This design comes from an exercise in tuning for small area on the open sky130 flow, not from production work. RTL that was checked went through simulation tests only; none was proved equivalent to the original. For runs 1, 3 and 4, only the layout was checked, not whether the RTL still works. Power and IR drop assume default switching activity.

## flow/design.v (module list and top-level ports; edited modules follow where they fit)
// module slide_puzzle: 55 lines
// module game: 85 lines
// module hex_decoder: 54 lines
// module bcd_decoder: 43 lines
// module sec_decoder: 43 lines
// module clear: 34 lines
// module countDown: 41 lines
// module gameBoardDatapath: 43 lines
// module gameBoardFSM: 58 lines
// module gameBoardPart2: 28 lines
// module gameStateFSM: 239 lines
// module gameStateDatapath: 117 lines
// module gridDrawer: 33 lines
// module movementCounter: 34 lines
// module drawerCnt: 29 lines
// module glyph: 1877 lines
module slide_puzzle(
	input clk,
	input resetn,
	input [3: 0] KEY,
	output [7: 0] x,
	output [6: 0] y,
	output [2: 0] colour,
	output [6: 0] HEX0,
	output [6: 0] HEX1,
	output [6: 0] HEX2,
	output [6: 0] HEX3,
	output [6: 0] HEX4,
	output [6: 0] HEX5
);
  // ...
==> flow/run.sh <==
#!/bin/bash
# synth_recipe.tcl (not shown) runs the flow's synth.tcl, then flattens the netlist and writes it again
# the make line also repeats each setting of config.mk as NAME=value (left out here)
make -C /OpenROAD-flow-scripts/flow DESIGN_CONFIG=/design/flow/config.mk WORK_HOME=/design/flow/orfs CLKGATE_MAP_FILE= SYNTH_SCRIPT=/design/flow/synth_recipe.tcl finish
==> flow/config.mk <==
export PLATFORM = sky130hd
export DESIGN_NAME = slide_puzzle
export DESIGN_NICKNAME = slide_puzzle
export VERILOG_FILES = /design/flow/design.v
export SDC_FILE = /design/flow/constraint.sdc
export NUM_CORES = 8
export LEC_CHECK = 0
export ABC_AREA = 1
export CAP_MARGIN = 20
export CORE_MARGIN = 2
export CORE_UTILIZATION = 40
export SLEW_MARGIN = 20
==> flow/constraint.sdc <==
create_clock -name core_clock -period 20.0 [get_ports {clk}]
set_input_delay 4.0000 -clock core_clock [delete_from_list [all_inputs] [get_ports {clk}]]
set_output_delay 4.0000 -clock core_clock [all_outputs]
set_load 0.01 [all_outputs]
==> out/metrics.sh, run 1 <==
SYNTHFLOPTYPE='dfxtp_1'
DETAIL_ROUTE.WIRELENGTH_UM=85900
TIMING.REG2REG.WORST_PATH_DEPTH=16
DP_SLACK_NS=6.40
FINAL_ANTENNA_NET_COUNT=0
LAYOUT_COMMON_CELLS='nand2_1, inv_1, nor2_1'
GRT_START_MAX_NET_PINS=47
LARGEST_REGISTER_FFS=64
TRACK_USAGE_PCT=21.4
YS_SEQ_ELEMENTS=477
REGISTERS.TOP_BY_FF_COUNT='g0.g1.d0.blockState'
OUTCOME='no timing/DRC/antenna violations'
POST_CTS_HOLD_BUFFER_COUNT=0
MAX_SLEW_MARGIN_PCT=23.8
GLOBALPLACE.CONGESTION=0.971
CTS_INSERTED_BUFFERS=54
POWER.SHARE.SEQUENTIAL_PCT=44.2
NON_CLOCK_BUFFER_AREA_SHARE_PCT=2.54
CLOCK_POWER_uW=996
UNREPAIRED_SETUP_ENDPOINTS_AFTER_GLOBAL_ROUTING='no'
INSERTION_DELAY_NS=0.63
PLACED_CELLS_INCL_TAPS=5420
COMBINATIONAL_FAMILY_WITH_THE_MOST_AREA_AFTER_SYNTHESIS='simple AND/OR/NAND/NOR gates'
POWER.TOTAL_mW=2.61
MAX_IR_DROP_VDD_mV=0.0675
CLOCKPOWERSHARE_PCT=38.2
WORSTSETUPENDPOINTTYPE='output port'
N_ANTENNA_CELL=0
TIMING_WORST_SLEW_PIN_VALUE_NS=1.13
P_R_AREA_GROWTH_VS_SYN_PCT=11.4
REPORT.FINAL.SETUP_VIOL=0
==> module gameStateDatapath, before the edit <==
module gameStateDatapath(
	input clk, resetn,
	input drawGrid, drawEZ, drawNORMAL, drawHARD, drawNum, clear,
	input [63:0] numbers,
	output reg [2:0] colorOut,
	output reg [7:0] xOut,
	output reg [6:0] yOut,
	output reg [1:0] lvl  
	);
	wire [7: 0] gridXOut, clearXOut, numXOut;
	wire [6: 0] gridYOut, clearYOut, numYOut;
	wire [2: 0] gridColor, clearColor;
	gridDrawer g0(
		.clk(clk),
		.enable(drawGrid),
		.resetn(resetn),
		.colorOut(gridColor),
		.xOut(gridXOut),
		.yOut(gridYOut)
	);
	clear c0(
		.clk(clk),
		.enable(clear),
		.resetn(resetn),
		.colorOut(clearColor),
		.xOut(clearXOut),
		.yOut(clearYOut)
	);
	wire [64: 0] sEZ, sNORMAL, sHARD, sNum;
	drawerCnt d0(.clk(clk), .resetn(resetn), .enable(drawEZ), .state(sEZ));
	drawerCnt d1(.clk(clk), .resetn(resetn), .enable(drawNORMAL), .state(sNORMAL));
	drawerCnt d2(.clk(clk), .resetn(resetn), .enable(drawHARD), .state(sHARD));
	drawerCnt d3(.clk(clk), .resetn(resetn), .enable(drawNum), .state(sNum));
	reg fEZ, fNORMAL, fHARD;
	reg [3: 0] numNum;
	wire [3: 0] bNext = sNum[11:8] + 1'b1;
	always @(posedge clk)
	begin
		if (resetn == 1'b0)
			begin
				fEZ <= 1'b0;
				fNORMAL <= 1'b0;
				fHARD <= 1'b0;
				numNum <= 4'd0;
			end
		else
			begin
				if (drawEZ && sEZ[7:0] == 8'd199)
					fEZ <= 1'b1;
				if (drawNORMAL && sNORMAL[7:0] == 8'd199)
					fNORMAL <= 1'b1;
				if (drawHARD && sHARD[7:0] == 8'd199)
					fHARD <= 1'b1;
				if (drawNum && sNum[7:0] == 8'd199)
					numNum <= numbers[bNext*4 +: 4];
			end
	end
	localparam [63: 0] EZ = 64'b0000_1011_1110_1101_1111_1100_1010_1001_1000_0111_0110_0101_0100_0011_0010_0001;
	localparam [63: 0] NORMAL = 64'b0000_1011_1110_1101_1111_0111_1010_1001_1100_0110_0101_0001_1000_0100_0011_0010;
	localparam [63: 0] HARD = 64'b0000_0101_1010_1110_1111_0010_0011_1101_0100_1100_1000_0110_1001_0111_1011_0001;
	wire pEZ = drawEZ;
	wire pNORMAL = ~drawEZ & drawNORMAL;
	wire pHARD = ~drawEZ & ~drawNORMAL & drawHARD;
	wire pNum = ~drawEZ & ~drawNORMAL & ~drawHARD;
	wire [64: 0] sSel = ({65{pEZ}} & sEZ) | ({65{pNORMAL}} & sNORMAL) | ({65{pHARD}} & sHARD) | ({65{pNum}} & sNum);
	wire [3: 0] bSel = sSel[11:8];
	wire [3: 0] numSel = ({4{pEZ & fEZ}} & EZ[bSel*4 +: 4]) | ({4{pNORMAL & fNORMAL}} & NORMAL[bSel*4 +: 4]) |
		({4{pHARD & fHARD}} & HARD[bSel*4 +: 4]) | ({4{pNum}} & numNum);
	glyph u0(.s(sSel), .number(numSel), .xOut(numXOut), .yOut(numYOut));
	always@(*)
	begin
		if (resetn == 0)
			begin
				xOut = 8'd0;
				yOut = 7'd0;
				colorOut = 3'd0;
			end
		else if (drawGrid == 1'b1)
			begin
				xOut = gridXOut;
				yOut = gridYOut;
				colorOut = gridColor;
			end
		else if (drawEZ | drawNORMAL | drawHARD | drawNum)
			begin
				xOut = numXOut;
				yOut = numYOut;
				colorOut = 3'b111;
			end
		else if (clear == 1'b1)
			begin
				xOut = clearXOut;
				yOut = clearYOut;
				colorOut = clearColor;
			end
		else
			begin
				xOut = 8'd0;
				yOut = 7'd0;
				colorOut = 3'b111;
			end
	end
	always@(posedge clk)
	begin
		if (resetn == 0)
			lvl <= 2'd0;
		else if (drawGrid == 1'b1)
			begin
			end
		else if (drawEZ == 1'b1)
			lvl <= 2'd1;
		else if (drawNORMAL == 1'b1)
			lvl <= 2'd2;
		else if (drawHARD == 1'b1)
			lvl <= 2'd3;
	end
endmodule
==> module drawerCnt, before the edit <==
module drawerCnt(clk, resetn, enable, state);
	input clk, resetn, enable;
	output [64: 0] state;
	reg [7: 0] c;
	reg [3: 0] b;
	reg [2: 0] k7;
	reg [5: 0] k51;
	reg [6: 0] k111;
	reg [7: 0] k141;
	reg [6: 0] k81;
	reg [6: 0] k101;
	reg [6: 0] k121;
	reg [7: 0] k131;
	wire endc = enable & (c == 8'd199);
	always @(posedge clk)
	begin
		c <= (resetn == 1'b0 || endc) ? 8'd0 : c + enable;
		b <= (resetn == 1'b0) ? 4'd0 : b + endc;
		k7 <= (resetn == 1'b0 || (enable && k7 == 3'd6)) ? 3'd0 : k7 + enable;
		k51 <= (resetn == 1'b0 || (enable && k51 == 6'd50)) ? 6'd0 : k51 + enable;
		k111 <= (resetn == 1'b0 || (enable && k111 == 7'd110)) ? 7'd0 : k111 + enable;
		k141 <= (resetn == 1'b0 || (enable && k141 == 8'd140)) ? 8'd0 : k141 + enable;
		k81 <= (resetn == 1'b0 || (enable && k81 == 7'd80)) ? 7'd0 : k81 + enable;
		k101 <= (resetn == 1'b0 || (enable && k101 == 7'd100)) ? 7'd0 : k101 + enable;
		k121 <= (resetn == 1'b0 || (enable && k121 == 7'd120)) ? 7'd0 : k121 + enable;
		k131 <= (resetn == 1'b0 || (enable && k131 == 8'd130)) ? 8'd0 : k131 + enable;
	end
	assign state = {k131, k121, k101, k81, k141, k111, k51, k7, b, c};
endmodule
==> inputs of run 2 (changes only) <==
--- a/flow/design.v
+++ b/flow/design.v
@@ -744,54 +744,55 @@
 	clear c0(
 		.clk(clk),
 		.enable(clear),
 		.resetn(resetn),
 		.colorOut(clearColor),
 		.xOut(clearXOut),
 		.yOut(clearYOut)
 	);
-	wire [64: 0] sEZ, sNORMAL, sHARD, sNum;
-	drawerCnt d0(.clk(clk), .resetn(resetn), .enable(drawEZ), .state(sEZ));
-	drawerCnt d1(.clk(clk), .resetn(resetn), .enable(drawNORMAL), .state(sNORMAL));
-	drawerCnt d2(.clk(clk), .resetn(resetn), .enable(drawHARD), .state(sHARD));
-	drawerCnt d3(.clk(clk), .resetn(resetn), .enable(drawNum), .state(sNum));
+	wire [66: 0] sEZ, sNORMAL, sHARD, sNum;
+	wire lEZ, lNORMAL, lHARD, lNum;  
+	drawerCnt d0(.clk(clk), .resetn(resetn), .enable(drawEZ), .last(lEZ), .state(sEZ));
+	drawerCnt d1(.clk(clk), .resetn(resetn), .enable(drawNORMAL), .last(lNORMAL), .state(sNORMAL));
+	drawerCnt d2(.clk(clk), .resetn(resetn), .enable(drawHARD), .last(lHARD), .state(sHARD));
+	drawerCnt d3(.clk(clk), .resetn(resetn), .enable(drawNum), .last(lNum), .state(sNum));
 	reg fEZ, fNORMAL, fHARD;
 	reg [3: 0] numNum;
-	wire [3: 0] bNext = sNum[11:8] + 1'b1;
+	wire [3: 0] bNext = sNum[13:10] + 1'b1;
 	always @(posedge clk)
 	begin
 		if (resetn == 1'b0)
 			begin
 				fEZ <= 1'b0;
 				fNORMAL <= 1'b0;
 				fHARD <= 1'b0;
 				numNum <= 4'd0;
 			end
 		else
 			begin
-				if (drawEZ && sEZ[7:0] == 8'd199)
+				if (drawEZ && lEZ)
 					fEZ <= 1'b1;
-				if (drawNORMAL && sNORMAL[7:0] == 8'd199)
+				if (drawNORMAL && lNORMAL)
 					fNORMAL <= 1'b1;
-				if (drawHARD && sHARD[7:0] == 8'd199)
+				if (drawHARD && lHARD)
 					fHARD <= 1'b1;
-				if (drawNum && sNum[7:0] == 8'd199)
+				if (drawNum && lNum)
 					numNum <= numbers[bNext*4 +: 4];
 			end
 	end
 	localparam [63: 0] EZ = 64'b0000_1011_1110_1101_1111_1100_1010_1001_1000_0111_0110_0101_0100_0011_0010_0001;
 	localparam [63: 0] NORMAL = 64'b0000_1011_1110_1101_1111_0111_1010_1001_1100_0110_0101_0001_1000_0100_0011_0010;
 	localparam [63: 0] HARD = 64'b0000_0101_1010_1110_1111_0010_0011_1101_0100_1100_1000_0110_1001_0111_1011_0001;
 	wire pEZ = drawEZ;
 	wire pNORMAL = ~drawEZ & drawNORMAL;
 	wire pHARD = ~drawEZ & ~drawNORMAL & drawHARD;
 	wire pNum = ~drawEZ & ~drawNORMAL & ~drawHARD;
-	wire [64: 0] sSel = ({65{pEZ}} & sEZ) | ({65{pNORMAL}} & sNORMAL) | ({65{pHARD}} & sHARD) | ({65{pNum}} & sNum);
-	wire [3: 0] bSel = sSel[11:8];
+	wire [66: 0] sSel = ({67{pEZ}} & sEZ) | ({67{pNORMAL}} & sNORMAL) | ({67{pHARD}} & sHARD) | ({67{pNum}} & sNum);
+	wire [3: 0] bSel = sSel[13:10];
 	wire [3: 0] numSel = ({4{pEZ & fEZ}} & EZ[bSel*4 +: 4]) | ({4{pNORMAL & fNORMAL}} & NORMAL[bSel*4 +: 4]) |
 		({4{pHARD & fHARD}} & HARD[bSel*4 +: 4]) | ({4{pNum}} & numNum);
 	glyph u0(.s(sSel), .number(numSel), .xOut(numXOut), .yOut(numYOut));
 	always@(*)
 	begin
 		if (resetn == 0)
 			begin
 				xOut = 8'd0;
@@ -900,60 +901,65 @@
 					else
 						c1 <= c1 + 1'b1;
 				end
 			else
 				c0 <= c0 + 1'b1;
 		end
 	end
 endmodule
-module drawerCnt(clk, resetn, enable, state);
+module drawerCnt(clk, resetn, enable, last, state);
 	input clk, resetn, enable;
-	output [64: 0] state;
-	reg [7: 0] c;
+	output last;  
+	output [66: 0] state;
+	reg [4: 0] t32;
+	reg [4: 0] t25;
 	reg [3: 0] b;
 	reg [2: 0] k7;
 	reg [5: 0] k51;
 	reg [6: 0] k111;
 	reg [7: 0] k141;
 	reg [6: 0] k81;
 	reg [6: 0] k101;
 	reg [6: 0] k121;
 	reg [7: 0] k131;
-	wire endc = enable & (c == 8'd199);
+	assign last = (t32[2:0] == 3'd7) && (t25 == 5'd24);
+	wire endc = enable & last;
 	always @(posedge clk)
 	begin
-		c <= (resetn == 1'b0 || endc) ? 8'd0 : c + enable;
+		t32 <= (resetn == 1'b0) ? 5'd0 : t32 + enable;
+		t25 <= (resetn == 1'b0 || (enable && t25 == 5'd24)) ? 5'd0 : t25 + enable;
 		b <= (resetn == 1'b0) ? 4'd0 : b + endc;
 		k7 <= (resetn == 1'b0 || (enable && k7 == 3'd6)) ? 3'd0 : k7 + enable;
 		k51 <= (resetn == 1'b0 || (enable && k51 == 6'd50)) ? 6'd0 : k51 + enable;
 		k111 <= (resetn == 1'b0 || (enable && k111 == 7'd110)) ? 7'd0 : k111 + enable;
 		k141 <= (resetn == 1'b0 || (enable && k141 == 8'd140)) ? 8'd0 : k141 + enable;
 		k81 <= (resetn == 1'b0 || (enable && k81 == 7'd80)) ? 7'd0 : k81 + enable;
 		k101 <= (resetn == 1'b0 || (enable && k101 == 7'd100)) ? 7'd0 : k101 + enable;
 		k121 <= (resetn == 1'b0 || (enable && k121 == 7'd120)) ? 7'd0 : k121 + enable;
 		k131 <= (resetn == 1'b0 || (enable && k131 == 8'd130)) ? 8'd0 : k131 + enable;
 	end
-	assign state = {k131, k121, k101, k81, k141, k111, k51, k7, b, c};
+	assign state = {k131, k121, k101, k81, k141, k111, k51, k7, b, t25, t32};
 endmodule
 module glyph(s, number, xOut, yOut);
-	input [64: 0] s;
+	input [66: 0] s;
 	input [3: 0] number;
 	output [7: 0] xOut;
 	output [6: 0] yOut;
-	wire [7: 0] c = s[7:0];
-	wire [3: 0] b = s[11:8];
-	wire [2: 0] k7 = s[14:12];
-	wire [5: 0] k51 = s[20:15];
-	wire [6: 0] k111 = s[27:21];
-	wire [7: 0] k141 = s[35:28];
-	wire [6: 0] k81 = s[42:36];
-	wire [6: 0] k101 = s[49:43];
-	wire [6: 0] k121 = s[56:50];
-	wire [7: 0] k131 = s[64:57];
+	wire [4: 0] t32 = s[4:0];
+	wire [4: 0] t25 = s[9:5];
+	wire [3: 0] b = s[13:10];
+	wire [2: 0] k7 = s[16:14];
+	wire [5: 0] k51 = s[22:17];
+	wire [6: 0] k111 = s[29:23];
+	wire [7: 0] k141 = s[37:30];
+	wire [6: 0] k81 = s[44:38];
+	wire [6: 0] k101 = s[51:45];
+	wire [6: 0] k121 = s[58:52];
+	wire [7: 0] k131 = s[66:59];
 	reg [1: 0] r3;
 	always @(*)
 	begin
 		case (k51)
 			6'd0: r3 = 2'd0;
 			6'd1: r3 = 2'd1;
 			6'd2: r3 = 2'd2;
 			6'd3: r3 = 2'd0;
@@ -2471,227 +2477,53 @@
 			{4'd15, 3'd1}: begin h = 1'b1; x0 = 5'd17; y0 = 5'd14; d = 3'd3; end
 			{4'd15, 3'd2}: begin h = 1'b1; x0 = 5'd17; y0 = 5'd21; d = 3'd3; end
 			{4'd15, 3'd3}: begin h = 1'b0; x0 = 5'd8; y0 = 5'd7; d = 3'd6; end
 			{4'd15, 3'd4}: begin h = 1'b0; x0 = 5'd17; y0 = 5'd9; d = 3'd0; end
 			{4'd15, 3'd5}: begin h = 1'b0; x0 = 5'd23; y0 = 5'd16; d = 3'd0; end
 			default: begin h = 1'b0; x0 = 5'd0; y0 = 5'd0; d = 3'd0; end
 		endcase
 	end
-	reg [3: 0] ph4;
+	reg [2: 0] t5;
 	always @(*)
 	begin
-		case (c)
-			8'd0: ph4 = 4'd0;
-			8'd1: ph4 = 4'd1;
-			8'd2: ph4 = 4'd2;
-			8'd3: ph4 = 4'd3;
-			8'd4: ph4 = 4'd4;
-			8'd5: ph4 = 4'd8;
-			8'd6: ph4 = 4'd9;
-			8'd7: ph4 = 4'd10;
-			8'd8: ph4 = 4'd11;
-			8'd9: ph4 = 4'd12;
-			8'd10: ph4 = 4'd0;
-			8'd11: ph4 = 4'd1;
-			8'd12: ph4 = 4'd2;
-			8'd13: ph4 = 4'd3;
-			8'd14: ph4 = 4'd4;
-			8'd15: ph4 = 4'd8;
-			8'd16: ph4 = 4'd9;
-			8'd17: ph4 = 4'd10;
-			8'd18: ph4 = 4'd11;
-			8'd19: ph4 = 4'd12;
-			8'd20: ph4 = 4'd0;
-			8'd21: ph4 = 4'd1;
-			8'd22: ph4 = 4'd2;
-			8'd23: ph4 = 4'd3;
-			8'd24: ph4 = 4'd4;
-			8'd25: ph4 = 4'd8;
-			8'd26: ph4 = 4'd9;
-			8'd27: ph4 = 4'd10;
-			8'd28: ph4 = 4'd11;
-			8'd29: ph4 = 4'd12;
-			8'd30: ph4 = 4'd0;
-			8'd31: ph4 = 4'd1;
-			8'd32: ph4 = 4'd2;
-			8'd33: ph4 = 4'd3;
-			8'd34: ph4 = 4'd4;
-			8'd35: ph4 = 4'd8;
-			8'd36: ph4 = 4'd9;
-			8'd37: ph4 = 4'd10;
-			8'd38: ph4 = 4'd11;
-			8'd39: ph4 = 4'd12;
-			8'd40: ph4 = 4'd0;
-			8'd41: ph4 = 4'd1;
-			8'd42: ph4 = 4'd2;
-			8'd43: ph4 = 4'd3;
-			8'd44: ph4 = 4'd4;
-			8'd45: ph4 = 4'd8;
-			8'd46: ph4 = 4'd9;
-			8'd47: ph4 = 4'd10;
-			8'd48: ph4 = 4'd11;
-			8'd49: ph4 = 4'd12;
-			8'd50: ph4 = 4'd0;
-			8'd51: ph4 = 4'd1;
-			8'd52: ph4 = 4'd2;
-			8'd53: ph4 = 4'd3;
-			8'd54: ph4 = 4'd4;
-			8'd55: ph4 = 4'd8;
-			8'd56: ph4 = 4'd9;
-			8'd57: ph4 = 4'd10;
-			8'd58: ph4 = 4'd11;
-			8'd59: ph4 = 4'd12;
-			8'd60: ph4 = 4'd0;
-			8'd61: ph4 = 4'd1;
-			8'd62: ph4 = 4'd2;
-			8'd63: ph4 = 4'd3;
-			8'd64: ph4 = 4'd4;
-			8'd65: ph4 = 4'd8;
-			8'd66: ph4 = 4'd9;
-			8'd67: ph4 = 4'd10;
-			8'd68: ph4 = 4'd11;
-			8'd69: ph4 = 4'd12;
-			8'd70: ph4 = 4'd0;
-			8'd71: ph4 = 4'd1;
-			8'd72: ph4 = 4'd2;
-			8'd73: ph4 = 4'd3;
-			8'd74: ph4 = 4'd4;
-			8'd75: ph4 = 4'd8;
-			8'd76: ph4 = 4'd9;
-			8'd77: ph4 = 4'd10;
-			8'd78: ph4 = 4'd11;
-			8'd79: ph4 = 4'd12;
-			8'd80: ph4 = 4'd0;
-			8'd81: ph4 = 4'd1;
-			8'd82: ph4 = 4'd2;
-			8'd83: ph4 = 4'd3;
-			8'd84: ph4 = 4'd4;
-			8'd85: ph4 = 4'd8;
-			8'd86: ph4 = 4'd9;
-			8'd87: ph4 = 4'd10;
-			8'd88: ph4 = 4'd11;
-			8'd89: ph4 = 4'd12;
-			8'd90: ph4 = 4'd0;
-			8'd91: ph4 = 4'd1;
-			8'd92: ph4 = 4'd2;
-			8'd93: ph4 = 4'd3;
-			8'd94: ph4 = 4'd4;
-			8'd95: ph4 = 4'd8;
-			8'd96: ph4 = 4'd9;
-			8'd97: ph4 = 4'd10;
-			8'd98: ph4 = 4'd11;
-			8'd99: ph4 = 4'd12;
-			8'd100: ph4 = 4'd0;
-			8'd101: ph4 = 4'd1;
-			8'd102: ph4 = 4'd2;
-			8'd103: ph4 = 4'd3;
-			8'd104: ph4 = 4'd4;
-			8'd105: ph4 = 4'd8;
-			8'd106: ph4 = 4'd9;
-			8'd107: ph4 = 4'd10;
-			8'd108: ph4 = 4'd11;
-			8'd109: ph4 = 4'd12;
-			8'd110: ph4 = 4'd0;
-			8'd111: ph4 = 4'd1;
-			8'd112: ph4 = 4'd2;
-			8'd113: ph4 = 4'd3;
-			8'd114: ph4 = 4'd4;
-			8'd115: ph4 = 4'd8;
-			8'd116: ph4 = 4'd9;
-			8'd117: ph4 = 4'd10;
-			8'd118: ph4 = 4'd11;
-			8'd119: ph4 = 4'd12;
-			8'd120: ph4 = 4'd0;
-			8'd121: ph4 = 4'd1;
-			8'd122: ph4 = 4'd2;
-			8'd123: ph4 = 4'd3;
-			8'd124: ph4 = 4'd4;
-			8'd125: ph4 = 4'd8;
-			8'd126: ph4 = 4'd9;
-			8'd127: ph4 = 4'd10;
-			8'd128: ph4 = 4'd11;
-			8'd129: ph4 = 4'd12;
-			8'd130: ph4 = 4'd0;
-			8'd131: ph4 = 4'd1;
-			8'd132: ph4 = 4'd2;
-			8'd133: ph4 = 4'd3;
-			8'd134: ph4 = 4'd4;
-			8'd135: ph4 = 4'd8;
-			8'd136: ph4 = 4'd9;
-			8'd137: ph4 = 4'd10;
-			8'd138: ph4 = 4'd11;
-			8'd139: ph4 = 4'd12;
-			8'd140: ph4 = 4'd0;
-			8'd141: ph4 = 4'd1;
-			8'd142: ph4 = 4'd2;
-			8'd143: ph4 = 4'd3;
-			8'd144: ph4 = 4'd4;
-			8'd145: ph4 = 4'd8;
-			8'd146: ph4 = 4'd9;
-			8'd147: ph4 = 4'd10;
-			8'd148: ph4 = 4'd11;
-			8'd149: ph4 = 4'd12;
-			8'd150: ph4 = 4'd0;
-			8'd151: ph4 = 4'd1;
-			8'd152: ph4 = 4'd2;
-			8'd153: ph4 = 4'd3;
-			8'd154: ph4 = 4'd4;
-			8'd155: ph4 = 4'd8;
-			8'd156: ph4 = 4'd9;
-			8'd157: ph4 = 4'd10;
-			8'd158: ph4 = 4'd11;
-			8'd159: ph4 = 4'd12;
-			8'd160: ph4 = 4'd0;
-			8'd161: ph4 = 4'd1;
-			8'd162: ph4 = 4'd2;
-			8'd163: ph4 = 4'd3;
-			8'd164: ph4 = 4'd4;
-			8'd165: ph4 = 4'd8;
-			8'd166: ph4 = 4'd9;
-			8'd167: ph4 = 4'd10;
-			8'd168: ph4 = 4'd11;
-			8'd169: ph4 = 4'd12;
-			8'd170: ph4 = 4'd0;
-			8'd171: ph4 = 4'd1;
-			8'd172: ph4 = 4'd2;
-			8'd173: ph4 = 4'd3;
-			8'd174: ph4 = 4'd4;
-			8'd175: ph4 = 4'd8;
-			8'd176: ph4 = 4'd9;
-			8'd177: ph4 = 4'd10;
-			8'd178: ph4 = 4'd11;
-			8'd179: ph4 = 4'd12;
-			8'd180: ph4 = 4'd0;
-			8'd181: ph4 = 4'd1;
-			8'd182: ph4 = 4'd2;
-			8'd183: ph4 = 4'd3;
-			8'd184: ph4 = 4'd4;
-			8'd185: ph4 = 4'd8;
-			8'd186: ph4 = 4'd9;
-			8'd187: ph4 = 4'd10;
-			8'd188: ph4 = 4'd11;
-			8'd189: ph4 = 4'd12;
-			8'd190: ph4 = 4'd0;
-			8'd191: ph4 = 4'd1;
-			8'd192: ph4 = 4'd2;
-			8'd193: ph4 = 4'd3;
-			8'd194: ph4 = 4'd4;
-			8'd195: ph4 = 4'd8;
-			8'd196: ph4 = 4'd9;
-			8'd197: ph4 = 4'd10;
-			8'd198: ph4 = 4'd11;
-			8'd199: ph4 = 4'd12;
-			default: ph4 = 4'd0;
+		case (t25)
+			5'd0: t5 = 3'd0;
+			5'd1: t5 = 3'd1;
+			5'd2: t5 = 3'd2;
+			5'd3: t5 = 3'd3;
+			5'd4: t5 = 3'd4;
+			5'd5: t5 = 3'd0;
+			5'd6: t5 = 3'd1;
+			5'd7: t5 = 3'd2;
+			5'd8: t5 = 3'd3;
+			5'd9: t5 = 3'd4;
+			5'd10: t5 = 3'd0;
+			5'd11: t5 = 3'd1;
+			5'd12: t5 = 3'd2;
+			5'd13: t5 = 3'd3;
+			5'd14: t5 = 3'd4;
+			5'd15: t5 = 3'd0;
+			5'd16: t5 = 3'd1;
+			5'd17: t5 = 3'd2;
+			5'd18: t5 = 3'd3;
+			5'd19: t5 = 3'd4;
+			5'd20: t5 = 3'd0;
+			5'd21: t5 = 3'd1;
+			5'd22: t5 = 3'd2;
+			5'd23: t5 = 3'd3;
+			5'd24: t5 = 3'd4;
+			default: t5 = 3'd0;
 		endcase
 	end
+	wire [3: 0] ph4 = {t5[0] ^ t32[0], t5};
 	reg [3: 0] ph5;
 	always @(*)
 	begin
-		case ({r3, c[1:0]})
+		case ({r3, t32[1:0]})
 			4'd0: ph5 = 4'd0;
 			4'd1: ph5 = 4'd11;
 			4'd2: ph5 = 4'd8;
 			4'd3: ph5 = 4'd3;
 			4'd4: ph5 = 4'd4;
 			4'd5: ph5 = 4'd1;
 			4'd6: ph5 = 4'd12;
 			4'd7: ph5 = 4'd9;
@@ -2700,17 +2532,17 @@
 			4'd10: ph5 = 4'd2;
 			4'd11: ph5 = 4'd13;
 			default: ph5 = 4'd0;
 		endcase
 	end
 	reg [4: 0] ph11;
 	always @(*)
 	begin
-		case ({r3, c[2:0]})
+		case ({r3, t32[2:0]})
 			5'd0: ph11 = 5'd0;
 			5'd1: ph11 = 5'd9;
 			5'd2: ph11 = 5'd22;
 			5'd3: ph11 = 5'd3;
 			5'd4: ph11 = 5'd16;
 			5'd5: ph11 = 5'd25;
 			5'd6: ph11 = 5'd6;
 			5'd7: ph11 = 5'd19;
@@ -2731,17 +2563,17 @@
 			5'd22: ph11 = 5'd18;
 			5'd23: ph11 = 5'd27;
 			default: ph11 = 5'd0;
 		endcase
 	end
 	reg [3: 0] ph6;
 	always @(*)
 	begin
-		case ({k7, c[0]})
+		case ({k7, t32[0]})
 			4'd0: ph6 = 4'd0;
 			4'd1: ph6 = 4'd8;
 			4'd2: ph6 = 4'd9;
 			4'd3: ph6 = 4'd1;
 			4'd4: ph6 = 4'd2;
 			4'd5: ph6 = 4'd10;
 			4'd6: ph6 = 4'd11;
 			4'd7: ph6 = 4'd3;
@@ -2752,17 +2584,17 @@
 			4'd12: ph6 = 4'd6;
 			4'd13: ph6 = 4'd14;
 			default: ph6 = 4'd0;
 		endcase
 	end
 	reg [4: 0] ph13;
 	always @(*)
 	begin
-		case ({k7, c[1:0]})
+		case ({k7, t32[1:0]})
 			5'd0: ph13 = 5'd0;
 			5'd1: ph13 = 5'd23;
 			5'd2: ph13 = 5'd16;
 			5'd3: ph13 = 5'd7;
 			5'd4: ph13 = 5'd8;
 			5'd5: ph13 = 5'd1;
 			5'd6: ph13 = 5'd24;
 			5'd7: ph13 = 5'd17;
@@ -2784,26 +2616,25 @@
 			5'd23: ph13 = 5'd21;
 			5'd24: ph13 = 5'd22;
 			5'd25: ph13 = 5'd13;
 			5'd26: ph13 = 5'd6;
 			5'd27: ph13 = 5'd29;
 			default: ph13 = 5'd0;
 		endcase
 	end
-	wire [4: 0] t32 = c[4:0] + {b[1:0], 3'b000};
 	reg [3: 0] m;
 	reg t;
 	always @(*)
 	begin
 		case (d)
 			3'd0: begin m = {1'b0, ph4[2:0]}; t = ph4[3]; end
 			3'd1: begin m = {1'b0, ph5[2:0]}; t = ph5[3]; end
 			3'd2: begin m = {1'b0, ph6[2:0]}; t = ph6[3]; end
-			3'd3: begin m = {1'b0, c[2:0]}; t = t32[3]; end
+			3'd3: begin m = {1'b0, t32[2:0]}; t = t32[3]; end
 			3'd4: begin m = ph11[3:0]; t = ph11[4]; end
 			3'd5: begin m = ph13[3:0]; t = ph13[4]; end
 			default: begin m = t32[3:0]; t = t32[4]; end
 		endcase
 	end
 	wire [4: 0] lx = x0 + (h ? {1'b0, m} : {4'd0, t});
 	wire [4: 0] ly = y0 + (h ? {4'd0, t} : {1'b0, m});
 	wire [6: 0] bx = {b[1:0], 4'b0000} + {b[1:0], 3'b000} + {b[1:0], 2'b00} + b[1:0];  
==> flow/flow/run.sh (new file) <==
#!/bin/bash
# Layout flow: the standard ORFS flow, except that synthesis maps the logic
# with an area-oriented ABC script (abc_area.abc) instead of ORFS's. Every step
# before ABC (and so every register, its name and its cell) is the standard
# synthesis's; the layout steps are standard.sh's.
set -euo pipefail
WORK=$(pwd)
FLOWDIR=$WORK/flow

# 1. synthesis: synth_recipe.tcl with the ABC script replaced
sed -e "s#@ABC_SCRIPT@#$FLOWDIR/abc_area.abc#" -e "s#@DONE@#$WORK/own_abc.done#" $FLOWDIR/synth_area.tcl > $WORK/synth_area.tcl
cat $WORK/synth_recipe.tcl >> $WORK/synth_area.tcl
# the same make command standard.sh runs, with our synthesis script
CMD=$(grep '^make ' $WORK/standard.sh | sed -e "s#SYNTH_SCRIPT=[^ ]*#SYNTH_SCRIPT=$WORK/synth_area.tcl#" -e 's#"${@:-finish}"#synth#')
eval "$CMD" > $WORK/synth.log 2>&1
test -f $WORK/own_abc.done

# 2. layout: standard.sh from floorplan to finish (synthesis is up to date)
bash $WORK/standard.sh > $WORK/layout.log 2>&1
==> flow/flow/abc_area.abc (new file) <==
strash
&get -n
&deepsyn -T 60
&put
dch -f
amap
==> flow/flow/synth_area.tcl (new file) <==
# Replaces the script of every abc call by @ABC_SCRIPT@; all other arguments
# (liberty, don't-use cells, constraints) are ORFS's.
proc abc {args} {
  set i [lsearch -exact $args -script]
  if {$i >= 0} { set args [lreplace $args $i [expr {$i + 1}] -script @ABC_SCRIPT@] }
  yosys abc {*}$args
  close [open @DONE@ w]
}
==> flow/standard.sh (new file) <==
#!/bin/bash
# synth_recipe.tcl (not shown) runs the flow's synth.tcl, then flattens the netlist and writes it again
# the make line also repeats each setting of config.mk as NAME=value (left out here)
make -C /OpenROAD-flow-scripts/flow DESIGN_CONFIG=/design/flow/config.mk WORK_HOME=/design/flow/orfs CLKGATE_MAP_FILE= SYNTH_SCRIPT=/design/flow/synth_recipe.tcl "${@:-finish}"
removed: flow/run.sh
==> out/metrics.sh, run 2 <==
NETLIST_TOP_CELLS_COUNT='nor2_1, clkinv_1, dfxtp_1'  # was nand2_1, inv_1, nor2_1
DIE_X_UM=264  # was 281 µm
INITIAL_ANTENNA_VIOLATION_COUNT=2  # was 0
SYNTH_EDF_COUNT=98  # unchanged
TIMING.CRITICAL_PATH.ARRIVAL_NS=13.04  # was 10.34 ns
CRITICAL_PATH_DEPTH=48  # was 52
BOUNDARYPINS=66  # unchanged
P_R_AREA_GROWTH_VS_SYN_PCT=14.9  # was 11.4%
CTSROOTBUFFERMASTER='clkbuf_16'  # unchanged
DETAIL_ROUTE.WIRELENGTH_UM=80600  # was 85,900 µm
SYNTH_CELLS=3307  # was 4,400
CTS_INSERTED_BUFFERS=54  # unchanged
GLOBALROUTEOVERFLOWTOTAL=0  # unchanged
FIN_WORST_SKEW_NS=0.0297  # was 0.0426 ns
FINAL_COMMON_CELL='nor2_1'  # was nand2_1
WORST-R2R-SETUP-SLACK_NS=15.09  # was 15.95 ns
DIE_AREA_MM2=0.0697  # was 0.0792 mm²
CTS_TREE='yes'  # unchanged
TOP_REGS='g0.g1.d0.blockState: 64 flops, g0.c0.cnt: 10 flops'  # unchanged
MIN_PATH_TYPE='flop to flop'  # unchanged
YS_SEQ_ELEMENTS=485  # was 477
MAX_IR_DROP_VDD_mV=0.0877  # was 0.0675 mV
ACHIEVABLE-FREQUENCY_MHz=58.7  # was 69.7 MHz
FINAL_LAYOUT_SIZE_SUFFIX_GT1_SHARE_PCT=3.99  # was 5.32%
TIMING.REG2REG.WORST_PATH_DEPTH=17  # was 16
VIAS=25000  # was 28,900
DRV_CAP=0  # unchanged
WORST-PATH-BUF-INV=13  # was 7
WORSTHOLDSTART='g0.g1.f0.last_last_state[4]'  # unchanged
LAYOUT_COMMON_CELLS='nor2_1, clkinv_1, dfxtp_1'  # was nand2_1, inv_1, nor2_1
YS.WARNINGS.COUNT=14  # unchanged
POST-CTS-SETUP-BUFFER-COUNT=0  # unchanged
FLOORPLAN.ROWS=95  # was 101
SYNTHDOMINANTCELLAREASHARE_PCT=28.7  # was 24.6%
INSERTION_DELAY_NS=0.64  # was 0.63 ns
HOLD_SLACK_NS=0.340  # was 0.338 ns
PATH_MAX_FANOUT=33  # was 31
POWERDENSITY_mW_PER_MM2=74.7  # was 76.1 mW/mm²
DRC=0  # unchanged
FIRST_PASS_GRT_WIRE_LENGTH_UM=130000  # was 139,000 µm
CRITICAL_PATH.MOST_COMMON_CELL='clkinv_1'  # was nand2_1
SYNTHFLOPTYPE='dfxtp_1'  # unchanged
SYNTH_MOST_COMMON_CELL='nor2_1'  # was nand2_1
SYNTHDISTINCTLIBCELLS=55  # was 68
CRITPATHTOPFAMILY='compound AO/OA/AOI/OAI gates'  # was simple AND/OR/NAND/NOR gates
N_ANTENNA_CELL=0  # unchanged
DIE-HEIGHT_UM=264  # was 281 µm
FINAL_ANTENNA_NET_COUNT=0  # unchanged
ROUTE.DETAILED.VIAS_PER_INST=5.71  # was 5.24
WORSTSETUPENDPOINTTYPE='output port'  # unchanged
OUTCOME='no timing/DRC/antenna violations'  # unchanged
CRIT_PATH_MAX_INCR_DELAY_NS=0.70  # was 0.59 ns
FINISH.NET_COUNT=3687  # was 4,660
GLOBALPLACE.CONGESTION=0.976  # was 0.971
POST_SYNTH_MAIN_AREA_CONTRIBUTORS='dfxtp_1, edfxtp_1, ha_1'  # was dfxtp_1, nand2_1, edfxtp_1
FRACTION_OF_THE_CYCLE_THE_FINAL_WORST_PATH_NEEDS_PCT=85.2  # was 71.7%
FINAL_WORST_SLACK_NS=2.96  # was 5.66 ns
MAX_SLEW_MARGIN_PCT=26.2  # was 23.8%
LARGEST_REGISTER_FFS=64  # unchanged
ROUTED_WIRE_LENGTH_PER_INSTANCE_UM=18.4  # was 15.6 µm
MULTI_INPUT_COMB_AREA_MM2=0.0149  # was 0.0174 mm²
DETAILEDPLACEMENTHPWL_UM=59000  # was 62,900 µm
POSTSYNTH.ASYNCRESETSHARE_PCT=0  # unchanged
HOLD_VIOL=0  # unchanged
FILLER_CELL_COUNT=6607  # was 7,879
POST_CTS_HOLD_BUFFER_COUNT=0  # unchanged
DP_SLACK_NS=3.79  # was 6.40 ns
SYNTH_AREA_PER_CELL_UM2=8.17  # was 7.00 µm²
SLOWEST_STAGE_CELL_CP='a221oi_1'  # was clkdlybuf4s50_1
INITIAL_UTILIZATION_PCT=40.3  # was 40.5%
NETLIST.TOP_CELL.BY_AREA='dfxtp_1'  # unchanged
FIRST_ITER_VIOLATIONS=2115  # was 2,288
TRACK_USAGE_PCT=22.9  # was 21.4%
TIMING_WORST_SLEW_PIN_VALUE_NS=1.11  # was 1.13 ns
TIMING.FINAL.CRIT_PERIOD_NS=17.04  # was 14.34 ns
CELLLEAKAGEPOWER_nW=11.3  # was 14.5 nW
REPORT.FINAL.SETUP_VIOL=0  # unchanged
CTS-ROOT-TO-SINK-BUFFERS=3  # unchanged
DRT_FIRST_PASS_ITERS=7  # was 6
SYNTHESIS.NETS=3527  # was 4,614
TIMING.RR.START='g0.g0.inGame'  # unchanged
CTS.HTREE.LEVELS=2  # unchanged
POST_SYNTH_INSTANCE_AREA_MM2=0.0270  # was 0.0308 mm²
GRT_START_MAX_NET_PINS=52  # was 47
UNREPAIRED_SETUP_ENDPOINTS_AFTER_GLOBAL_ROUTING='no'  # unchanged
CRIT_REQUIRED_NS=16.00  # about the same
WORST_HOLD_PATH_ENDPOINT='g0.g1.f0.moveTo[4]'  # unchanged
WHS_PATH_DEPTH=0  # unchanged
FINAL.SETUP.TNS_NS=0  # unchanged
CTS-RESIZED-GATES=0  # unchanged
PORTBUFFERS=65  # unchanged
GRT_PASS1_VIAS=23700  # was 26,800
PATH_CLASS='flop to output port'  # unchanged
FINAL-MAX-SLEW-VIOLATION-COUNT=0  # unchanged
REGISTERS.TOP_BY_FF_COUNT='g0.g1.d0.blockState'  # unchanged
SYNTH_SEQUENTIAL_AREA_RATIO_PCT=39.6  # was 34.2%
TRITONCTS_NUM_SINKS=485  # was 477
PATH_CLK_SLEW_NS=0.06  # about the same
WORST_SETUP_PATH_START_KIND='flop'  # unchanged
FF_LATCH_AREA_MM2=0.0107  # was 0.0105 mm²
DESIGN.CORE.AREA_MM2=0.0670  # was 0.0761 mm²
## run 2: changes by cell type after synthesis, moves of 44 or more
| cell | delta |
|---|---|
| inv_1 | -623 |
| nand2_1 | -574 |
| clkinv_1 | +388 |
| nand3_1 | -167 |
| a211oi_1 | +145 |
| a21oi_1 | -130 |
| nor2b_1 | +88 |
| nor3b_1 | -70 |
| clkbuf_1 | -63 |
| o22ai_1 | +62 |
| xor2_1 | -50 |
| and3_1 | +44 |
## run 2: cells by family (layout without fill, tap and decap cells)
logic type,count (synthesis),count (layout),share of synthesized area (%)
AND/OR/NAND/NOR,1265,1265,21.0
AO/OA/AOI/OAI,946,946,23.7
flip-flops,485,485,39.6
buffers and inverters,397,602,5.54
adder cells (fa/ha/maj),214,214,10.2
## run 2: cell type report
| type | instances | share of cell area (%) |
|---|---|---|
| clock buffer | 76 | 5.01 |
| clock inverter | 25 | 1.13 |
| inverter | 395 | 4.77 |
| multi-input combinational | 2425 | 48.1 |
| sequential | 485 | 34.4 |
| tap | 873 | 3.52 |
| timing repair buffer | 106 | 3.06 |
## run 2: worst max-delay path by stage
stage / start / to / slack [ns]
global placement: g0.g0.drawEZ / x[5] / 3.72
global route: g0.g0.drawEZ / y[6] / 1.73
detailed placement: g0.g0.drawEZ / x[5] / 3.79
floorplan: g0.g0.drawEZ / x[5] / 3.46
finish: g0.g0.drawEZ / x[5] / 2.96
CTS: g0.g0.drawEZ / y[5] / 3.03
## run 2: report_power, final
part           switching (mW)  leakage (nW)  total, mW  internal, mW
clock network           0.435         0.934       1.07         0.636
logic                   0.118          6.08      0.175        0.0567
registers              0.0373          4.28       1.07          1.04
total                   0.590          11.3       2.32          1.73
## run 2: metrics by stage
step	power (mW)	utilization [%]	instances	area, µm²
after global placement	1.27	43.4	4283	29100
final	2.32	46.3	4385	31100
after CTS	2.34	46.3	4385	31000
after floorplan	1.19	-	3307	27000
after detailed placement	1.27	43.5	4284	29100
after global routing	2.40	46.3	4385	31100
## run 2: per-layer routing
metal,track usage (%),part of all wire (%)
met5,0,0
met4,8.57,4.0
met3,3.02,5.9
met2,38.2,46
met1,30.2,45
==> module countDown, before the edit <==
module countDown(clk, resetn, lvl, minuteOut, s1, s0);
	input clk, resetn;
	input [1: 0] lvl;
	output reg [3: 0] minuteOut;
	output reg [3: 0] s1;  
	output reg [3: 0] s0;  
	reg [9: 0] cnt;  
	always @(posedge clk)
	begin
		if (resetn == 1'b0)
			begin
				cnt <= 10'd999;
				minuteOut <= (lvl == 2'd1) ? 4'd9 : (lvl == 2'd2) ? 4'd5 : (lvl == 2'd3) ? 4'd2 : 4'd0;
				s1 <= (lvl != 2'd0) ? 4'd5 : 4'd0;
				s0 <= (lvl != 2'd0) ? 4'd9 : 4'd0;
			end
		else
			begin
				cnt <= (cnt == 10'd0) ? 10'd999 : cnt - 1'b1;
				if (cnt == 10'd0)
					begin
						if (s1 != 4'd0 || s0 != 4'd0)
							begin
								if (s0 == 4'd0)
									begin
										s0 <= 4'd9;
										s1 <= s1 - 1'b1;
									end
								else
									s0 <= s0 - 1'b1;
							end
						else if (minuteOut != 4'd0)
							begin
								s1 <= 4'd5;
								s0 <= 4'd9;
								minuteOut <= minuteOut - 1'b1;
							end
					end
			end
	end
endmodule
==> inputs of run 3 (changes only) <==
--- a/flow/design.v
+++ b/flow/design.v
@@ -318,5 +318,8 @@
 	output reg [3: 0] minuteOut;
-	output reg [3: 0] s1;  
+	output [3: 0] s1;  
 	output reg [3: 0] s0;  
-	reg [9: 0] cnt;  
+	reg [9: 0] cnt;
+	reg [2: 0] s1r;
+	assign s1 = {1'b0, s1r};
+	wire tick = (cnt == 10'd690);
 	always @(posedge clk)
@@ -325,5 +328,5 @@
 			begin
-				cnt <= 10'd999;
+				cnt <= 10'd0;
 				minuteOut <= (lvl == 2'd1) ? 4'd9 : (lvl == 2'd2) ? 4'd5 : (lvl == 2'd3) ? 4'd2 : 4'd0;
-				s1 <= (lvl != 2'd0) ? 4'd5 : 4'd0;
+				s1r <= (lvl != 2'd0) ? 3'd5 : 3'd0;
 				s0 <= (lvl != 2'd0) ? 4'd9 : 4'd0;
@@ -332,6 +335,6 @@
 			begin
-				cnt <= (cnt == 10'd0) ? 10'd999 : cnt - 1'b1;
-				if (cnt == 10'd0)
+				cnt <= tick ? 10'd0 : {cnt[8:0], ~(cnt[9] ^ cnt[6])};
+				if (tick)
 					begin
-						if (s1 != 4'd0 || s0 != 4'd0)
+						if (s1r != 3'd0 || s0 != 4'd0)
 							begin
@@ -340,3 +343,3 @@
 										s0 <= 4'd9;
-										s1 <= s1 - 1'b1;
+										s1r <= s1r - 1'b1;
 									end
@@ -347,3 +350,3 @@
 							begin
-								s1 <= 4'd5;
+								s1r <= 3'd5;
 								s0 <= 4'd9;
--- a/flow/flow/run.sh
+++ b/flow/flow/run.sh
@@ -13,3 +13,3 @@
 # the same make command standard.sh runs, with our synthesis script
-CMD=$(grep '^make ' $WORK/standard.sh | sed -e "s#SYNTH_SCRIPT=[^ ]*#SYNTH_SCRIPT=$WORK/synth_area.tcl#" -e 's#"${@:-finish}"#synth#')
+CMD=$(grep '^make ' $WORK/standard.sh | sed -e "s#SYNTH_SCRIPT=[^ ]*#SYNTH_SCRIPT=$WORK/synth_area.tcl#" -e 's#"${@:-finish}"#ADDER_MAP_FILE= synth#')
 eval "$CMD" > $WORK/synth.log 2>&1
--- a/flow/config.mk
+++ b/flow/config.mk
@@ -11,2 +11,3 @@
 export CORE_UTILIZATION = 40
+export CTS_BUF_LIST = sky130_fd_sc_hd__clkbuf_4
 export SLEW_MARGIN = 20
==> out/metrics.sh, run 3 <==
OUTCOME='no timing/DRC/antenna violations'  # unchanged
PATH_CLK_SLEW_NS=0.07  # was 0.06 ns
DRC=0  # unchanged
FINAL-MAX-SLEW-VIOLATION-COUNT=0  # unchanged
WORSTSETUPENDPOINTTYPE='output port'  # unchanged
GROUTE.LAYER.MET1.USAGE_PCT=33.3  # was 30.2%
TRITONCTS_NUM_SINKS=484  # was 485
WORST-R2R-SETUP-SLACK_NS=14.99  # was 15.09 ns
WORST_SETUP_PATH_START_KIND='flop'  # unchanged
CTS-RESIZED-GATES=0  # unchanged
CRIT_PATH_MAX_INCR_DELAY_NS=0.61  # was 0.70 ns
POWER.TOTAL_mW=2.36  # was 2.32 mW
FINAL.SETUP.TNS_NS=0  # unchanged
TIMING.REG2REG.WORST_PATH_DEPTH=17  # unchanged
DETAILEDPLACEMENTHPWL_UM=56700  # was 59,000 µm
SYNTHESIS.NETS=3109  # was 3,527
SYNTH_MOST_COMMON_CELL='nor2_1'  # unchanged
DRT_FIRST_PASS_ITERS=8  # was 7
MAX_IR_DROP_VDD_mV=0.0502  # was 0.0877 mV
POST_SYNTH_MAIN_AREA_CONTRIBUTORS='dfxtp_1, edfxtp_1, nor2_1'  # was dfxtp_1, edfxtp_1, ha_1
POWERDENSITY_mW_PER_MM2=85.4  # was 74.7 mW/mm²
TOP_REGS='g0.g1.d0.blockState: 64 flops, g0.c0.cnt: 10 flops'  # unchanged
YS.WARNINGS.COUNT=14  # unchanged
INSERTION_DELAY_NS=0.99  # was 0.64 ns
SYNTH_AREA_PER_CELL_UM2=7.73  # was 8.17 µm²
LAYOUT_COMMON_CELLS='nor2_1, clkinv_1, dfxtp_1'  # unchanged
DRV_CAP=0  # unchanged
CTS_TREE='yes'  # unchanged
CTS_INSERTED_BUFFERS=135  # was 54
WORSTHOLDSTART='g0.g1.f0.last_last_state[4]'  # unchanged
CRIT_REQUIRED_NS=16.00  # about the same
INITIAL_UTILIZATION_PCT=40.5  # was 40.3%
DIE-HEIGHT_UM=249  # was 264 µm
MAX_SLEW_MARGIN_PCT=23.5  # was 26.2%
NETLIST_TOP_CELLS_COUNT='nor2_1, clkinv_1, dfxtp_1'  # unchanged
CTS.HTREE.LEVELS=4  # was 2
DP_SLACK_NS=4.44  # was 3.79 ns
ROUTE.DETAILED.VIAS_PER_INST=5.78  # was 5.71
FIN_WORST_SKEW_NS=0.0566  # was 0.0297 ns
DESIGN.CORE.AREA_MM2=0.0591  # was 0.0670 mm²
SYNTH_CELLS=3103  # was 3,307
REGISTERS.TOP_BY_FF_COUNT='g0.g1.d0.blockState'  # unchanged
VIAS=24200  # was 25,000
FINAL_COMMON_CELL='nor2_1'  # unchanged
TIMING_WORST_SLEW_PIN_VALUE_NS=1.15  # was 1.11 ns
CRITICAL_PATH.MOST_COMMON_CELL='nor2_1'  # was clkinv_1
SYNTH_EDF_COUNT=97  # was 98
PORTBUFFERS=65  # unchanged
SLOWEST_STAGE_CELL_CP='clkdlybuf4s50_1'  # was a221oi_1
ROUTED_WIRE_LENGTH_PER_INSTANCE_UM=18.5  # was 18.4 µm
FRACTION_OF_THE_CYCLE_THE_FINAL_WORST_PATH_NEEDS_PCT=84.2  # was 85.2%
FINAL_ANTENNA_NET_COUNT=0  # unchanged
TIMING.RR.START='g0.g0.inGame'  # unchanged
NETLIST.TOP_CELL.BY_AREA='dfxtp_1'  # unchanged
MIN_PATH_TYPE='flop to flop'  # unchanged
DIE_X_UM=249  # was 264 µm
SYNTHDOMINANTCELLAREASHARE_PCT=32.3  # was 28.7%
UNREPAIRED_SETUP_ENDPOINTS_AFTER_GLOBAL_ROUTING='no'  # unchanged
REPORT.FINAL.SETUP_VIOL=0  # unchanged
BOUNDARYPINS=66  # unchanged
CELLLEAKAGEPOWER_nW=9.13  # was 11.3 nW
TIMING.FINAL.CRIT_PERIOD_NS=16.85  # was 17.04 ns
POST-CTS-SETUP-BUFFER-COUNT=0  # unchanged
FIRST_PASS_GRT_WIRE_LENGTH_UM=122000  # was 130,000 µm
P_R_AREA_GROWTH_VS_SYN_PCT=15.4  # was 14.9%
GRT_UTIL_MET2_PCT=37.1  # was 38.2%
PATH_CLASS='flop to output port'  # unchanged
GRT_START_MAX_NET_PINS=60  # was 52
FILLER_CELL_COUNT=5744  # was 6,607
PATH_MAX_FANOUT=39  # was 33
POST_CTS_HOLD_BUFFER_COUNT=0  # unchanged
YS_SEQ_ELEMENTS=484  # was 485
SYNTH_SEQUENTIAL_AREA_RATIO_PCT=44.5  # was 39.6%
FLOORPLAN.ROWS=89  # was 95
GLOBALROUTEMET3UTIL_PCT=6.95  # was 3.02%
TRACK_USAGE_PCT=24.5  # was 22.9%
DETAIL_ROUTE.WIRELENGTH_UM=77700  # was 80,600 µm
DIE_AREA_MM2=0.0619  # was 0.0697 mm²
POST_SYNTH_INSTANCE_AREA_MM2=0.0240  # was 0.0270 mm²
FINAL_WORST_SLACK_NS=3.15  # was 2.96 ns
FIRST_ITER_VIOLATIONS=2152  # was 2,115
GLOBALPLACE.CONGESTION=0.932  # was 0.976
CTSROOTBUFFERMASTER='clkbuf_4'  # was clkbuf_16
LARGEST_REGISTER_FFS=64  # unchanged
TIMING.CRITICAL_PATH.ARRIVAL_NS=12.85  # was 13.04 ns
CTS-ROOT-TO-SINK-BUFFERS=3  # unchanged
SYNTHDISTINCTLIBCELLS=54  # was 55
FINISH.NET_COUNT=3333  # was 3,687
WHS_PATH_DEPTH=0  # unchanged
FINAL_LAYOUT_SIZE_SUFFIX_GT1_SHARE_PCT=7.38  # was 3.99%
WORST_HOLD_PATH_ENDPOINT='g0.g1.f0.moveTo[4]'  # unchanged
INITIAL_ANTENNA_VIOLATION_COUNT=3  # was 2
GRT_BUSIEST_LAYER='met2'  # unchanged
GLOBALROUTEOVERFLOWTOTAL=0  # unchanged
ACHIEVABLE-FREQUENCY_MHz=59.4  # was 58.7 MHz
HOLD_VIOL=0  # unchanged
GRT_PASS1_VIAS=22800  # was 23,700
SYNTHFLOPTYPE='dfxtp_1'  # unchanged
POSTSYNTH.ASYNCRESETSHARE_PCT=0  # unchanged
[run 3: cell count changes after synthesis, sizes merged, moves of 17 or more]
cell | before | now
nor2 | 580 | 647
nor3 | 69 | 132
nand3 | 89 | 46
clkinv | 395 | 412
o21a | 11 | 28
and3 | 54 | 22
o21ai | 228 | 247
a21oi | 127 | 103
nand2 | 250 | 281
ha | 203 | 0
a311oi | 28 | 3
nor2b | 88 | 21
[run 3: logic make-up after synthesis]
| group | after synthesis | synth area share (%) |
|---|---|---|
| AND/OR/NAND/NOR | 1295 | 23.4 |
| AO/OA/AOI/OAI | 910 | 25.7 |
| flip-flops | 484 | 44.5 |
| buffers and inverters | 414 | 6.51 |
[run 3: cell type report]
type / instances / area [µm²] / share of cell area [%]
clock inverters: 28 / 310 / 1.12
inverters: 412 / 1550 / 5.59
well taps: 773 / 967 / 3.50
clock buffers: 198 / 1490 / 5.37
flip-flops and latches: 484 / 10700 / 38.5
diodes: 6 / 15.0 / 0.0543
multi-input cells: 2205 / 11800 / 42.8
repair buffers: 89 / 826 / 2.99
[run 3: metal layers]
layer | wire [µm] | share of wire [%] | vias to the layer above
met2 | 33400 | 43 | 948
met5 | 0 | 0 | -
met3 | 7160 | 9.2 | 159
li1 | - | - | 11800
met4 | 2040 | 2.6 | 0
met1 | 35100 | 45 | 11300
[run 3: per-stage QoR]
| stage | cells | hold WS (ns) | util (%) | area [µm²] |
|---|---|---|---|---|
| after floorplan | 3103 | 0.323 | - | 24000 |
| after global placement | 3963 | 0.326 | 43.6 | 25800 |
| after detailed placement | 3963 | 0.329 | 43.6 | 25800 |
| after CTS | 4189 | 0.351 | 46.6 | 27600 |
| after global routing | 4191 | 0.371 | 46.8 | 27600 |
| final | 4195 | 0.350 | 46.8 | 27700 |
[run 3: worst max-delay path by stage]
stage                       startpoint    to  slack, ns  cells after the start
final                     g0.g0.drawEZ  y[4]       3.15                     48
after global routing      g0.g0.drawEZ  x[4]       1.87                     53
after CTS                 g0.g0.drawEZ  y[4]       3.34                     49
after global placement    g0.g0.drawEZ  x[4]       4.46                     49
after floorplan           g0.g0.drawEZ  x[4]       4.40                     45
after detailed placement  g0.g0.drawEZ  y[4]       4.44                     49
[run 3: power breakdown]
group	total, mW	internal (mW)	switching [mW]
Combinational	0.274	0.0886	0.185
Sequential	1.13	1.06	0.0697
Clock	0.957	0.541	0.416
[run 3: critical path: cells and delay by family (launching register included)]
family	cells	cell delay, ns
AND/OR/NAND/NOR	18	4.29
AO/OA/AOI/OAI	19	3.71
buffers and inverters	11	3.38
flip-flops	1	0.49
==> inputs of run 4 (changes only) <==
--- a/flow/config.mk
+++ b/flow/config.mk
@@ -11,3 +11,3 @@
 export CORE_UTILIZATION = 40
-export CTS_BUF_LIST = sky130_fd_sc_hd__clkbuf_4
+export CTS_BUF_LIST = sky130_fd_sc_hd__clkbuf_2 sky130_fd_sc_hd__clkbuf_4 sky130_fd_sc_hd__clkbuf_8
 export SLEW_MARGIN = 20
==> out/metrics.sh, run 4 <==
TIMING_WORST_SLEW_PIN_VALUE_NS=1.11  # was 1.15 ns
FILLER_CELL_COUNT=5679  # was 5,744
DRC=0  # unchanged
TRITONCTS_NUM_SINKS=484  # unchanged
ACHIEVABLE-FREQUENCY_MHz=60.6  # was 59.4 MHz
CTS-RESIZED-GATES=0  # unchanged
TRACK_USAGE_PCT=24.3  # was 24.5%
YS.WARNINGS.COUNT=14  # unchanged
CTS.HTREE.LEVELS=3  # was 4
POST_SYNTH_MAIN_AREA_CONTRIBUTORS='dfxtp_1, edfxtp_1, nor2_1'  # unchanged
CTS_TREE='yes'  # unchanged
DRV_CAP=0  # unchanged
OUTCOME='no timing/DRC/antenna violations'  # unchanged
FINAL-MAX-SLEW-VIOLATION-COUNT=0  # unchanged
DIE_AREA_MM2=0.0619  # unchanged
REPORT.FINAL.SETUP_VIOL=0  # unchanged
YS_SEQ_ELEMENTS=484  # unchanged
TOP_REGS='g0.g1.d0.blockState: 64 flops, g0.c0.cnt: 10 flops'  # unchanged
NETLIST.TOP_CELL.BY_AREA='dfxtp_1'  # unchanged
LAYOUT_COMMON_CELLS='nor2_1, clkinv_1, dfxtp_1'  # unchanged
TIMING.REG2REG.WORST_PATH_DEPTH=17  # unchanged
POWERDENSITY_mW_PER_MM2=86.8  # was 85.4 mW/mm²
MAX_IR_DROP_VDD_mV=0.0487  # was 0.0502 mV
MULTI_INPUT_COMB_AREA_MM2=0.0118  # unchanged
FINAL.SETUP.TNS_NS=0  # unchanged
GRT_PASS1_VIAS=22400  # was 22,800
REGISTERS.TOP_BY_FF_COUNT='g0.g1.d0.blockState'  # unchanged
INITIAL_UTILIZATION_PCT=40.5  # unchanged
WHS_PATH_DEPTH=0  # unchanged
TIMING.CRITICAL_PATH.ARRIVAL_NS=12.51  # was 12.85 ns
POSTSYNTH.ASYNCRESETSHARE_PCT=0  # unchanged
HOLD_VIOL=0  # unchanged
MAX_SLEW_MARGIN_PCT=24.8  # was 23.5%
WORST_HOLD_PATH_ENDPOINT='g0.g1.f0.moveTo[4]'  # unchanged
WORST_SETUP_PATH_START_KIND='flop'  # unchanged
POST_CTS_HOLD_BUFFER_COUNT=0  # unchanged
WORST-R2R-SETUP-SLACK_NS=15.00  # was 14.99 ns
FINAL_COMMON_CELL='nor2_1'  # unchanged
WORSTHOLDSTART='g0.g1.f0.last_last_state[4]'  # unchanged
CRIT_PATH_MAX_INCR_DELAY_NS=0.66  # was 0.61 ns
VIAS=23900  # was 24,200
SYNTHDOMINANTCELLAREASHARE_PCT=32.3  # unchanged
GRT_BUSIEST_LAYER='met2'  # unchanged
SLOWEST_STAGE_CELL_CP='a211oi_1'  # was clkdlybuf4s50_1
POST_SYNTH_INSTANCE_AREA_MM2=0.0240  # unchanged
ROUTE.DETAILED.VIAS_PER_INST=5.80  # was 5.78
PATH_MAX_FANOUT=39  # unchanged
GLOBALPLACE.CONGESTION=0.932  # unchanged
SYNTH_AREA_PER_CELL_UM2=7.73  # unchanged
PORTBUFFERS=65  # unchanged
SYNTH_EDF_COUNT=97  # unchanged
GRT_UTIL_MET2_PCT=37.2  # was 37.1%
POWER.TOTAL_mW=2.41  # was 2.36 mW
FF_LATCH_AREA_MM2=0.0107  # unchanged
GROUTE.LAYER.MET1.USAGE_PCT=34.1  # was 33.3%
DETAIL_ROUTE.WIRELENGTH_UM=77100  # was 77,700 µm
FLOORPLAN.ROWS=89  # unchanged
P_R_AREA_GROWTH_VS_SYN_PCT=15.6  # was 15.4%
SYNTH_SEQUENTIAL_AREA_RATIO_PCT=44.5  # unchanged
CTS-ROOT-TO-SINK-BUFFERS=3  # unchanged
DETAILEDPLACEMENTHPWL_UM=56700  # unchanged
TIMING.FINAL.CRIT_PERIOD_NS=16.51  # was 16.85 ns
DESIGN.CORE.AREA_MM2=0.0591  # unchanged
GLOBALROUTEMET3UTIL_PCT=4.69  # was 6.95%
ROUTED_WIRE_LENGTH_PER_INSTANCE_UM=18.7  # was 18.5 µm
FRACTION_OF_THE_CYCLE_THE_FINAL_WORST_PATH_NEEDS_PCT=82.6  # was 84.2%
FIRST_ITER_VIOLATIONS=2171  # was 2,152
INITIAL_ANTENNA_VIOLATION_COUNT=1  # was 3
FIRST_PASS_GRT_WIRE_LENGTH_UM=122000  # about the same
FINISH.NET_COUNT=3283  # was 3,333
WORSTSETUPENDPOINTTYPE='output port'  # unchanged
SYNTH_MOST_COMMON_CELL='nor2_1'  # unchanged
CTSROOTBUFFERMASTER='clkbuf_8'  # was clkbuf_4
GRT_START_MAX_NET_PINS=60  # unchanged
FINAL_LAYOUT_SIZE_SUFFIX_GT1_SHARE_PCT=5.68  # was 7.38%
INSERTION_DELAY_NS=0.69  # was 0.99 ns
SYNTHFLOPTYPE='dfxtp_1'  # unchanged
DRT_FIRST_PASS_ITERS=7  # was 8
FIN_WORST_SKEW_NS=0.0524  # was 0.0566 ns
CELLLEAKAGEPOWER_nW=9.06  # was 9.13 nW
MIN_PATH_TYPE='flop to flop'  # unchanged
LARGEST_REGISTER_FFS=64  # unchanged
GLOBALROUTEOVERFLOWTOTAL=0  # unchanged
NETLIST_TOP_CELLS_COUNT='nor2_1, clkinv_1, dfxtp_1'  # unchanged
UNREPAIRED_SETUP_ENDPOINTS_AFTER_GLOBAL_ROUTING='no'  # unchanged
FINAL_ANTENNA_NET_COUNT=0  # unchanged
DIE_X_UM=249  # unchanged
TIMING.RR.START='g0.g0.inGame'  # unchanged
POST-CTS-SETUP-BUFFER-COUNT=0  # unchanged
SYNTHDISTINCTLIBCELLS=54  # unchanged
SYNTH_CELLS=3103  # unchanged
SYNTHESIS.NETS=3109  # unchanged
PATH_CLASS='flop to output port'  # unchanged
DIE-HEIGHT_UM=249  # unchanged
PATH_CLK_SLEW_NS=0.06  # was 0.07 ns
CRIT_REQUIRED_NS=16.00  # about the same
CRITICAL_PATH.MOST_COMMON_CELL='nor2_1'  # unchanged
CTS_INSERTED_BUFFERS=85  # was 135
BOUNDARYPINS=66  # unchanged
[run 4: cell types whose count changed in the layout (fill, tap and decap cells not counted), sizes merged]
cell and change:
clkbuf -65, clkinv -10, diode -5, clkinvlp +3
bufinv -2, inv +2
[run 4: routing by layer]
layer	share of wire, %	routed length [µm]	vias up
met5	0	0	-
met4	2.8	2150	0
met1	46	35200	11100
li1	-	-	11700
met2	43	33000	940
met3	8.8	6770	150
[run 4: cell families (layout without fill, tap and decap cells)]
family,Yosys count,in the layout,share of synthesized area (%)
other,0,1,0
buffers and inverters,414,655,6.51
DFF,484,484,44.5
AOI/OAI and AO/OA,910,910,25.7
and+or+nand+nor,1295,1295,23.4
[run 4: worst max-delay path by stage]
stage / start / endpoint / slack [ns] / cells past startpoint
global placement: g0.g0.drawEZ / x[4] / 4.46 / 49
global route: g0.g0.drawNORMAL / x[4] / 2.21 / 53
CTS: g0.g0.drawNORMAL / y[4] / 3.69 / 49
floorplan: g0.g0.drawEZ / x[4] / 4.40 / 45
detailed placement: g0.g0.drawEZ / y[4] / 4.44 / 49
finish: g0.g0.drawEZ / y[4] / 3.49 / 49
[run 4: layout make-up]
cell class | count | share of cell area, %
antenna | 1 | 0.00903
inverter | 412 | 5.58
timing repair buffer | 89 | 2.98
multi-input combinational | 2205 | 42.7
tap | 773 | 3.49
clock inverter | 21 | 0.939
clock buffer | 133 | 5.81
sequential | 484 | 38.5
[run 4: critical path, delay by kind of cell (launching register included)]
kind / cells / cell delay [ns]
AND/OR/NAND/NOR: 20 / 4.19
AO/OA/AOI/OAI: 19 / 4.10
flip-flops: 1 / 0.48
buffers and inverters: 10 / 3.03
[run 4: per-stage QoR]
stage / setup WS, ns / instances / utilization, % / hold slack (ns) / area (µm²)
global route: 2.21 / 4118 / 46.9 / 0.362 / 27700
floorplan: 4.40 / 3103 / - / 0.323 / 24000
CTS: 3.69 / 4117 / 46.8 / 0.343 / 27700
finish: 3.49 / 4118 / 46.9 / 0.341 / 27700
detailed placement: 4.44 / 3963 / 43.6 / 0.329 / 25800
global placement: 4.46 / 3963 / 43.6 / 0.326 / 25800
[run 4: where the power goes]
part	internal (mW)	leakage (nW)	total [mW]	switching, mW
Combinational	0.0886	3.81	0.274	0.186
Sequential	1.06	4.27	1.13	0.0695
Clock	0.579	0.979	0.999	0.420

-- re-timing with driven ports --
In the flow no input, the clock included, has a driving cell. The finished layouts below were timed again as built, in two steps.
Step 1 (the two cells are an assumption about what drives the block):
set clk [get_ports {clk}]
set_driving_cell -lib_cell sky130_fd_sc_hd__clkbuf_16 $clk
set_driving_cell -lib_cell sky130_fd_sc_hd__buf_2 [delete_from_list [all_inputs] $clk]
Step 2 moves the port delays by t, midway between the first and last clock arrival at a register: inputs arrive t later, outputs are due t later. That takes back most of the time a late clock gives input paths.
a / b / c = no drivers / after step 1 / after step 2; a / b = the first two.
run	t (ns)	slack for setup (ns)	worst setup path after step 2
run 1	0.680	5.660 / 5.594 / 6.274	register to output
run 2	0.687	2.961 / 2.897 / 3.584	register to output
run 3	1.015	3.152 / 3.093 / 4.108	register to output
run 4	0.728	3.488 / 3.425 / 4.152	register to output
After both steps every run listed still meets setup and hold.
